From an optimization exercise on the open Yosys and OpenROAD flow, aimed at small area; shortcuts taken in it are not production practice. Only simulation tests tie the RTL to the original design; equivalence was not proved. Power is estimated from default activity; no workload was simulated.

==> flow/design.v <==
module top(
  input  wire       mclk,
  input  wire       rst,
  input  wire [3:0] switch_in,
  output wire [6:0] SEG1,  
  output wire [6:0] SEG2,  
  output wire [6:0] SEG3,  
  output wire [6:0] SEG4,  
  output wire [6:0] SEG5,  
  output wire [6:0] SEG6,  
  output wire [7:0] LED
);
localparam [18:0] POL1 = 19'h2aaaa;
localparam [17:0] POL2 = 18'h2aaaa;
reg [18:0] r1;
reg        h1;
reg [17:0] r2;
reg        h2;
wire [18:0] x1 = r1 ^ POL1;
wire [17:0] x2 = r2 ^ POL2;
wire t1 = (r1 == (19'h32971 ^ POL1));
wire t2 = (r2 == (18'h01d62 ^ POL2));
wire tick1 = t1 & ~h1;
wire tick2 = t2 & ~h2;
wire [18:0] n1 = (rst | t1) ? 19'd0 : {x1[17:0], ~(x1[18] ^ x1[5])};
wire [17:0] n2 = (rst | t2) ? 18'd0 : {x2[16:0], ~(x2[17] ^ x2[6])};
always @(posedge mclk) begin
  r1 <= n1 ^ POL1;
  r2 <= n2 ^ POL2;
  if (rst | t1) h1 <= ~rst & ~h1;
  if (rst | t2) h2 <= ~rst & ~h2;
end
reg [3:0] s1n, s2, s3n, B;
wire [3:0] rise = s2 & s3n;
wire [3:0] fall = ~s3n & ~s2;
wire [3:0] rsel = {rise[3] & ~|rise[2:0], rise[2] & ~|rise[1:0], rise[1] & ~rise[0], rise[0]};
wire [3:0] fsel = {fall[3] & ~|fall[2:0], fall[2] & ~|fall[1:0], fall[1] & ~fall[0], fall[0]} & {4{~|rise}};
wire [3:0] press = rsel & ~B;
always @(posedge mclk) begin
  if (rst) begin
    s1n <= 4'hf; s2 <= 4'd0; s3n <= 4'hf; B <= 4'd0;
  end else begin
    s1n <= ~switch_in; s2 <= ~s1n; s3n <= ~s2;
    B <= (B | rsel) & ~fsel;
  end
end
function [2:0] cinc;
  input [2:0] c;
  cinc = {(c[2] & ~c[1]) | (c[1] & c[0]), (c[0] & ~c[1]) | (c[1] & ~c[0] & ~c[2]), ~c[0] & ~(c[2] & c[1])};
endfunction
reg m1, m2;           
reg [2:0] ct, ca;     
reg E;
always @(posedge mclk) begin
  if (rst | press[0]) begin m1 <= ~rst & ~m1 & ~m2; m2 <= ~rst & m1; end
  if (rst | (press[1] & m1)) ct <= cinc(ct) & {3{~rst}};
  if (rst | (press[1] & m2)) ca <= cinc(ca) & {3{~rst}};
  if (rst | press[3]) E <= ~rst & ~E;
end
reg [18:0] P, T, A;
wire        m0 = ~m1 & ~m2;
wire [18:0] V = ({19{m1}} & T) | ({19{m2}} & A) | ({19{m0}} & P);
wire [2:0]  cur = ({3{m1}} & ct) | ({3{m2}} & ca);    
wire        sen = m0 ? tick1 : press[2];
wire [5:0]  cdec = {cur[2] & cur[0], cur[2] & ~cur[1] & ~cur[0], cur[1] & cur[0], ~cur[2] & cur[1] & ~cur[0], ~cur[2] & ~cur[1] & cur[0], ~cur[2] & ~cur[1] & ~cur[0]};
wire [5:0]  sel = {6{sen}} & cdec;
wire [3:0] vs = V[3:0];
wire [2:0] vs10 = V[6:4];
wire [3:0] vm = V[10:7];
wire [2:0] vm10 = V[13:11];
wire [3:0] vh = V[17:14];
wire       vh10 = V[18];
wire e0 = sel[0];
wire e1 = (e0 & vs[3] & vs[0]) | sel[1];
wire e2 = (e1 & vs10[2] & vs10[0]) | sel[2];
wire e3 = (e2 & vm[3] & vm[0]) | sel[3];
wire e4 = (e3 & vm10[2] & vm10[0]) | sel[4];
wire h9 = vh[3] & vh[0];
wire h11 = vh10 & ~vh[3] & ~vh[2] & ~vh[1] & vh[0];
wire [18:0] tog = {
  (e4 & (h9 | h11)) | sel[5],
  e4 & vh[0] & (vh[3] | (vh[2] & vh[1])), e4 & vh[1] & vh[0], e4 & vh[0] & ~vh[3] & ~h11, e4,
  e3 & vm10[0] & (vm10[1] | vm10[2]), e3 & vm10[0] & ~vm10[2], e3,
  e2 & vm[0] & (vm[3] | (vm[2] & vm[1])), e2 & vm[1] & vm[0], e2 & vm[0] & ~vm[3], e2,
  e1 & vs10[0] & (vs10[1] | vs10[2]), e1 & vs10[0] & ~vs10[2], e1,
  e0 & vs[0] & (vs[3] | (vs[2] & vs[1])), e0 & vs[1] & vs[0], e0 & vs[0] & ~vs[3], e0};
wire [18:0] W = (V ^ tog) & {19{~rst}};    
always @(posedge mclk) begin
  P <= ({19{rst | m0}} & W) | ({19{~rst & m1 & tick1}} & T) | ({19{~rst & ~m0 & ~(m1 & tick1)}} & P);
  if (rst | m1) T <= W;
  if (rst | m2) A <= W;
end
wire s_ge = (P[3] & ~A[3]) | (~(P[3] ^ A[3]) & ((P[2] & ~A[2]) | (~(P[2] ^ A[2]) &
            ((P[1] & ~A[1]) | (~(P[1] ^ A[1]) & (P[0] | ~A[0]))))));
wire ring = E & (P[18:7] == A[18:7]) & (s_ge ? (P[6:4] == A[6:4]) : (P[6:4] == {A[6] ^ (A[5] & A[4]), A[5] ^ A[4], ~A[4]}));
reg K;
always @(posedge mclk) begin
  if (rst | tick2) K <= ~rst & ring & ~K;
end
assign LED = {m1, m2, E, {5{K}}};
wire        blk = ~h2 & (m1 | m2);
function [6:0] dec4;
  input [3:0] d;
  begin
  dec4[0] = (~d[0]&~d[2]) | (d[0]&~d[1]&d[2]) | (d[1]&~d[3]) | (~d[1]&d[3]);
  dec4[1] = (~d[0]&~d[1]) | (~d[2]) | (d[0]&d[1]&~d[3]);
  dec4[2] = (~d[1]) | (d[0]&~d[2]) | (d[2]&~d[3]);
  dec4[3] = ~((~d[0]&~d[1]&d[2]) | (d[0]&d[1]&d[2]) | (d[0]&~d[1]&~d[2]&~d[3]));
  dec4[4] = ~((d[0]) | (~d[1]&d[2]));
  dec4[5] = ~((d[0]&d[1]) | (d[1]&~d[2]) | (d[0]&~d[2]&~d[3]));
  dec4[6] = ~((d[0]&d[1]&d[2]) | (~d[1]&~d[2]&~d[3]));
  end
endfunction
function [6:0] dec3;
  input [2:0] d;
  begin
  dec3[0] = ~((~d[0]&d[2]) | (d[0]&~d[1]&~d[2]));
  dec3[1] = (~d[0]&~d[1]) | (~d[2]);
  dec3[2] = (d[0]) | (~d[1]);
  dec3[3] = ~((~d[0]&d[2]) | (d[0]&~d[1]&~d[2]));
  dec3[4] = (~d[0]&~d[2]);
  dec3[5] = ~((d[1]) | (d[0]&~d[2]));
  dec3[6] = (d[1]&~d[2]) | (~d[1]&d[2]);
  end
endfunction
wire [5:0] bd = {6{blk}} & cdec;
assign SEG6 = dec4(V[3:0] | {4{bd[0]}});
assign SEG5 = dec3({V[6] | bd[1], V[5] | bd[1], V[4] & ~bd[1]});
assign SEG4 = dec4(V[10:7] | {4{bd[2]}});
assign SEG3 = dec3({V[13] | bd[3], V[12] | bd[3], V[11] & ~bd[3]});
assign SEG2 = dec4(V[17:14] | {4{bd[4]}});
assign SEG1 = {1'b0, {3{~V[18] & ~bd[5]}}, {2{~bd[5]}}, ~V[18] & ~bd[5]};
endmodule
==> flow/flow/run.sh <==
#!/bin/bash
# The standard layout (standard.sh), with three changes made through the
# variables ORFS reads:
#  - each port gets the smallest buffer cell (buf_1) as its port buffer;
#  - clock tree synthesis uses clkbuf_4 buffers and inserts no dummy loads;
#  - after floorplanning, flow/downsize.tcl gives each combinational cell the
#    smallest drive strength of its family; placement's repair_design then
#    sizes up or buffers whatever needs more drive.
# All of make's output goes to standard.log in this folder.
export BUFFER_PORTS_ARGS="-buffer_cell sky130_fd_sc_hd__buf_1"
export CTS_ARGS="-sink_clustering_enable -repair_clock_nets -dont_use_dummy_load -buf_list {sky130_fd_sc_hd__clkbuf_4} -root_buf sky130_fd_sc_hd__clkbuf_4"
export POST_FLOORPLAN_TCL="$(pwd)/flow/downsize.tcl"
bash standard.sh > standard.log 2>&1
==> flow/flow/downsize.tcl <==
# POST_FLOORPLAN hook: give every combinational cell the smallest-area drive
# strength of its own cell family (same function and pins). Placement's
# repair_design, which runs later in the standard flow, sizes back up or
# buffers whatever then needs more drive for slew or capacitance.
set dont_use_pats {}
if {[info exists ::env(DONT_USE_CELLS)]} { set dont_use_pats $::env(DONT_USE_CELLS) }
proc ds_dont_use {name pats} {
  foreach p $pats { if {[string match $p $name]} { return 1 } }
  return 0
}
set db [ord::get_db]
set block [ord::get_db_block]
set changed 0
set before 0.0
set after 0.0
foreach inst [$block getInsts] {
  set m [$inst getMaster]
  set name [$m getName]
  if {![regexp {^(sky130_fd_sc_hd__[a-z0-9]+)_([0-9]+)$} $name -> base drive]} { continue }
  if {[$m isSequential] || [$inst isFixed]} { continue }
  if {[regexp {clkbuf|clkinv|dly|conb|tap|fill|decap|diode} $base]} { continue }
  set best $m
  set barea [expr {double([$m getWidth]) * [$m getHeight]}]
  foreach d {0 1 2 3 4 6 8} {
    if {$d >= $drive} { break }
    set c [$db findMaster "${base}_$d"]
    if {$c == "NULL" || $c == ""} { continue }
    if {[ds_dont_use [$c getName] $dont_use_pats]} { continue }
    set a [expr {double([$c getWidth]) * [$c getHeight]}]
    if {$a < $barea} { set best $c; set barea $a }
  }
  if {$best != $m} {
    set before [expr {$before + double([$m getWidth]) * [$m getHeight]}]
    set after [expr {$after + $barea}]
    replace_cell [$inst getName] [$best getName]
    incr changed
  }
}
puts [format "downsize: %d cells resized, %.1f um2 -> %.1f um2" $changed [expr {$before / 1e6}] [expr {$after / 1e6}]]
==> flow/standard.sh <==
#!/bin/bash
# synth_recipe.tcl (not shown) runs the flow's synth.tcl, then flattens the netlist and writes it again
# the make line also repeats each setting of config.mk as NAME=value (left out here)
make -C /OpenROAD-flow-scripts/flow DESIGN_CONFIG=/design/flow/config.mk WORK_HOME=/design/flow/orfs CLKGATE_MAP_FILE= SYNTH_SCRIPT=/design/flow/synth_recipe.tcl "${@:-finish}"
==> flow/config.mk <==
export PLATFORM = sky130hd
export DESIGN_NAME = top
export DESIGN_NICKNAME = top
export VERILOG_FILES = /design/flow/design.v
export SDC_FILE = /design/flow/constraint.sdc
export NUM_CORES = 4
export LEC_CHECK = 0
export ABC_AREA = 0
export CAP_MARGIN = 20
export CORE_MARGIN = 2
export CORE_UTILIZATION = 40
export SLEW_MARGIN = 20
==> flow/constraint.sdc <==
create_clock -name core_clock -period 10.0 [get_ports {mclk}]
set_input_delay 2.0000 -clock core_clock [delete_from_list [all_inputs] [get_ports {mclk}]]
set_output_delay 2.0000 -clock core_clock [all_outputs]
set_load 0.01 [all_outputs]
==> notes.md <==
## power groups by stage
stage	Combinational [mW]	Sequential (mW)	Clock, mW
2_1_floorplan	0.168	0.580	0
3_3_place_gp	0.216	0.588	0
3_5_place_dp	0.219	0.589	0
4_1_cts	0.220	0.578	0.236
5_1_grt	0.247	0.583	0.256
6_report	0.220	0.578	0.228
## metal layers
metal  global-route usage  share of wire  up-vias
met5                    0              0        -
met4               0.0653          0.014        0
met3               0.0508          0.059       19
met2                0.296           0.45      135
met1                0.252           0.47     2180
li1                     -              -     2234
## worst min path at each step
stage,end,cells past startpoint
3_3_place_gp,r1[1]$_DFF_P_,1
3_5_place_dp,r1[1]$_DFF_P_,1
6_report,s2[2]$_SDFF_PP0_,1
2_1_floorplan,r2[5]$_DFF_P_,1
4_1_cts,s2[2]$_SDFF_PP0_,1
5_1_grt,s2[2]$_SDFF_PP0_,1
## cells in the mapped netlist (all sizes together) (7+ instances only)
cell type  number  area share
a22o           23       0.035
nand2          70       0.046
xnor2          11       0.017
inv            14      0.0091
edfxtp         50        0.26
o21ai          18       0.016
a21oi          48       0.043
clkbuf         11      0.0072
a21o           10       0.013
ha              9       0.020
dfxtp          72        0.25
nor3           13       0.011
nand3          12       0.010
nor2           86       0.056
xor2           15       0.023
a22oi          14       0.018
a211oi         16       0.023
buf            27       0.032
a221o           7       0.012
## worst register-to-register path, stage by stage (launching register included)
cell and delay (ns):
edfxtp_1 0.52, buf_4 0.28, nor2_2 0.10, buf_4 0.40, a21oi_1 0.37, or4_1 0.61
a211oi_1 0.58, or2_2 0.22, ha_1 0.21, a21oi_1 0.08, a31oi_1 0.16, nor2_1 0.09
a22oi_1 0.17, nand2_1 0.06
## state kept, by name, indices dropped and copies added, names as in the netlist
name  flops
ca        3
B         4
T        19
s2        4
s3n       4
E         1
r1       19
s1n       4
r2       18
m2        1
h1        1
A        19
m1        1
h2        1
K         1
P        19
ct        3
## final cells by class
class                           instances  area (sq um)
Antenna cell                            1          2.50
Clock buffer                           17           128
Fill cell                            1380          7880
Inverter                               15          56.3
Multi-Input combinational cell        426          2520
Sequential cell                       122          2940
Tap cell                              180           225
Timing Repair Buffer                   58           234
## cells by family (layout without fill, tap and decap cells)
family | after synthesis | count (layout) | synth area share
and+or+nand+nor | 229 | 229 | 0.185
AOI/OAI and AO/OA | 158 | 158 | 0.191
DFF | 122 | 122 | 0.511
buffers and inverters | 53 | 90 | 0.0493
xor gates and xnor gates | 26 | 26 | 0.0395
adders and majority gates | 9 | 9 | 0.0195
muxes | 3 | 3 | 0.00521
other | 1 | 2 | 0.000651
==> impl_metrics.csv <==
group,metric,value,unit
critical_path,end_kind,"output port",
cts,cts-hold-fix-buffers,0,
sta,rsz0062_at_grt,"no",
logic_synthesis,syn_nets,616,
cells_and_area,fin_area,6110,sq um
floorplan,die_y,124,microns
power,pwr_density_cell,168,nW/um^2
sta,max_freq,188,MHz
place,place_inst,801,
logic_synthesis,synth_seq_cells,122,
grt,grt_pass1_wl,21800,microns
power,vdd_ir_drop_max,72.1,uV
grt,antenna_found_initial,1,
logic_synthesis,yosysSeqAreaShare,0.511,
place,io_buffers,54,
sta,clock_skew,0.0324,ns
critical_path,crit_cells,9,
routing,wl,13600,microns
cells_and_area,area_delta_synth_final,6.04,%
grt,grt_usage,0.189,
place,place_hpwl,9340,microns
power,power_leakage,2.38,nW
power,power.internal,0.706,mW
cts,cts_tree,"built",
floorplan,dieArea,15400,sq um
critical_path,critical-path-max-stage-delay,0.71,ns
critical_path,critPathArrivalTime,3.33,ns
grt,first_global_vias,4252,
cts,cts_made_buffers,17,
routing,drt_iter0_markers,370,
critical_path,r2r-start,"m2$_DFFE_PP_",
critical_path,crit_type,"flip-flop to output port",
power,p_switching,0.320,mW
critical_path,required,8.00,ns
cells_and_area,layout_common_cells,"85 x nor2_1, 72 x dfxtp_1, 70 x nand2_1",
critical_path,path_common_cell,"nor2_1",
sta,setup_viol,0,
grt,grt_overflow,0,
logic_synthesis,synth_edf_count,50,
sta,period_needed,5.33,ns
floorplan,start_util,0.412,
logic_synthesis,synthCells,601,
power,clkPwrFrac,0.222,
logic_synthesis,avgSynthCellArea,9.59,sq um
min_path,hold_path_startpoint,"s1n[2]$_SDFF_PP1_",
cts,root_buffer,"clkbuf_4",
routing,drc,0,
min_path,holdCritPathClass,"flip-flop to flip-flop",
critical_path,cp_num_buf_inv,3,
sta,slew-limit-headroom,0.312,
cells_and_area,fin_util,0.437,
logic_synthesis,synthesis.area,5760,sq um
grt,grt_max_degree,54,
critical_path,critPathSlowestCell,"a21oi_1",
place,post-place-ws,5.23,ns
critical_path,cp-endpoint,"SEG2[3]",
cts,clock_path_buffers,2,
sta,fin_crit_sh,0.533,
sta,hold_slack,0.352,ns
logic_synthesis,yosys_warnings,1,
critical_path,start_kind,"flip-flop",
critical_path,cp_max_fo,38,
logic_synthesis,async_flop_share,0,
sta,worst_slew_pin_slew,1.03,ns
cells_and_area,nets,655,
cells_and_area,drive_above_1_share,0.0502,
cts,cts_resized,0,
routing,via_count,4568,
critical_path,path_cells,"buf_4 -> nor2_2 -> buf_4 -> a21oi_1 -> nor2_1 -> nor2_1 -> nor2_1 -> a211oi_1 -> buf_1",
routing,drtPass1Iterations,4,
floorplan,ios,56,
critical_path,worstRegToRegCells,13,
cells_and_area,fin_cells,819,
cts,worstSkewPairLatency,0.54,ns
cts,clkSlewWorstSetupHoldPaths,0.11,ns
critical_path,r2r-end,"P[15]$_DFF_P_",
power,p_sw_frac,0.312,
place,placed_area,5980,sq um
cts,htreeDepth,4,
cts,postCtsSetupBuffers,0,
cts,numClockSinks,122,
sta,final_max_slew_viol_count,0,
power,finalPower,1.03,mW
sta,fin_tns_setup,0,ns
critical_path,crit_family,"compound AO/OA/AOI/OAI gates",
sta,fin_ws,4.67,ns
logic_synthesis,synthDistinctLibCells,58,
job,maxCapViolCount,0,
critical_path,startpoint,"m2$_DFFE_PP_",
power,p_comb_frac,0.215,
cells_and_area,layout_commonest_cell,"nor2_1",
status,status,"finished clean",
routing,detail-route-antenna-nets,0,
power,power_frac_seq,0.563,
logic_synthesis,synthFlopType,"dfxtp_1",
critical_path,rrSetupSlack,6.04,ns
floorplan,core_area,14000,sq um
place,gp_congestion,0.819,
floorplan,die_w,124,microns
sta,hold_violations,0,
floorplan,rows,43,
routing,avgViaCountPerCell,5.58,
routing,wl_per_cell,16.6,microns

[static timing again, ports no longer ideal]
The flow's constraints put no driver on any port. The routed layout listed below was extracted and timed again, unchanged, in two steps.
Step 1 assumes that a clkbuf_16 drives the clock port and a buf_2 every other input.
Step 2, shift: input delay + t, output delay - t, t = (earliest + latest rising clock arrival at the registers) / 2. This alone moves slack from input paths to output paths.
Three values: no drivers, after step 1, after step 2; two values: the first two.
t, ns: 0.561
setup slack, ns: 4.669 / 4.633 / 5.194
worst setup path after step 2: register to output
slew at the worst register clock pin (ns): 0.11 / 0.11
worst slew at a driven data input, ns: 0.03
After both steps setup and hold are still met in this run. For this run, drivers alone change the setup slack by -0.036 ns; drivers and shift together by +0.525 ns.
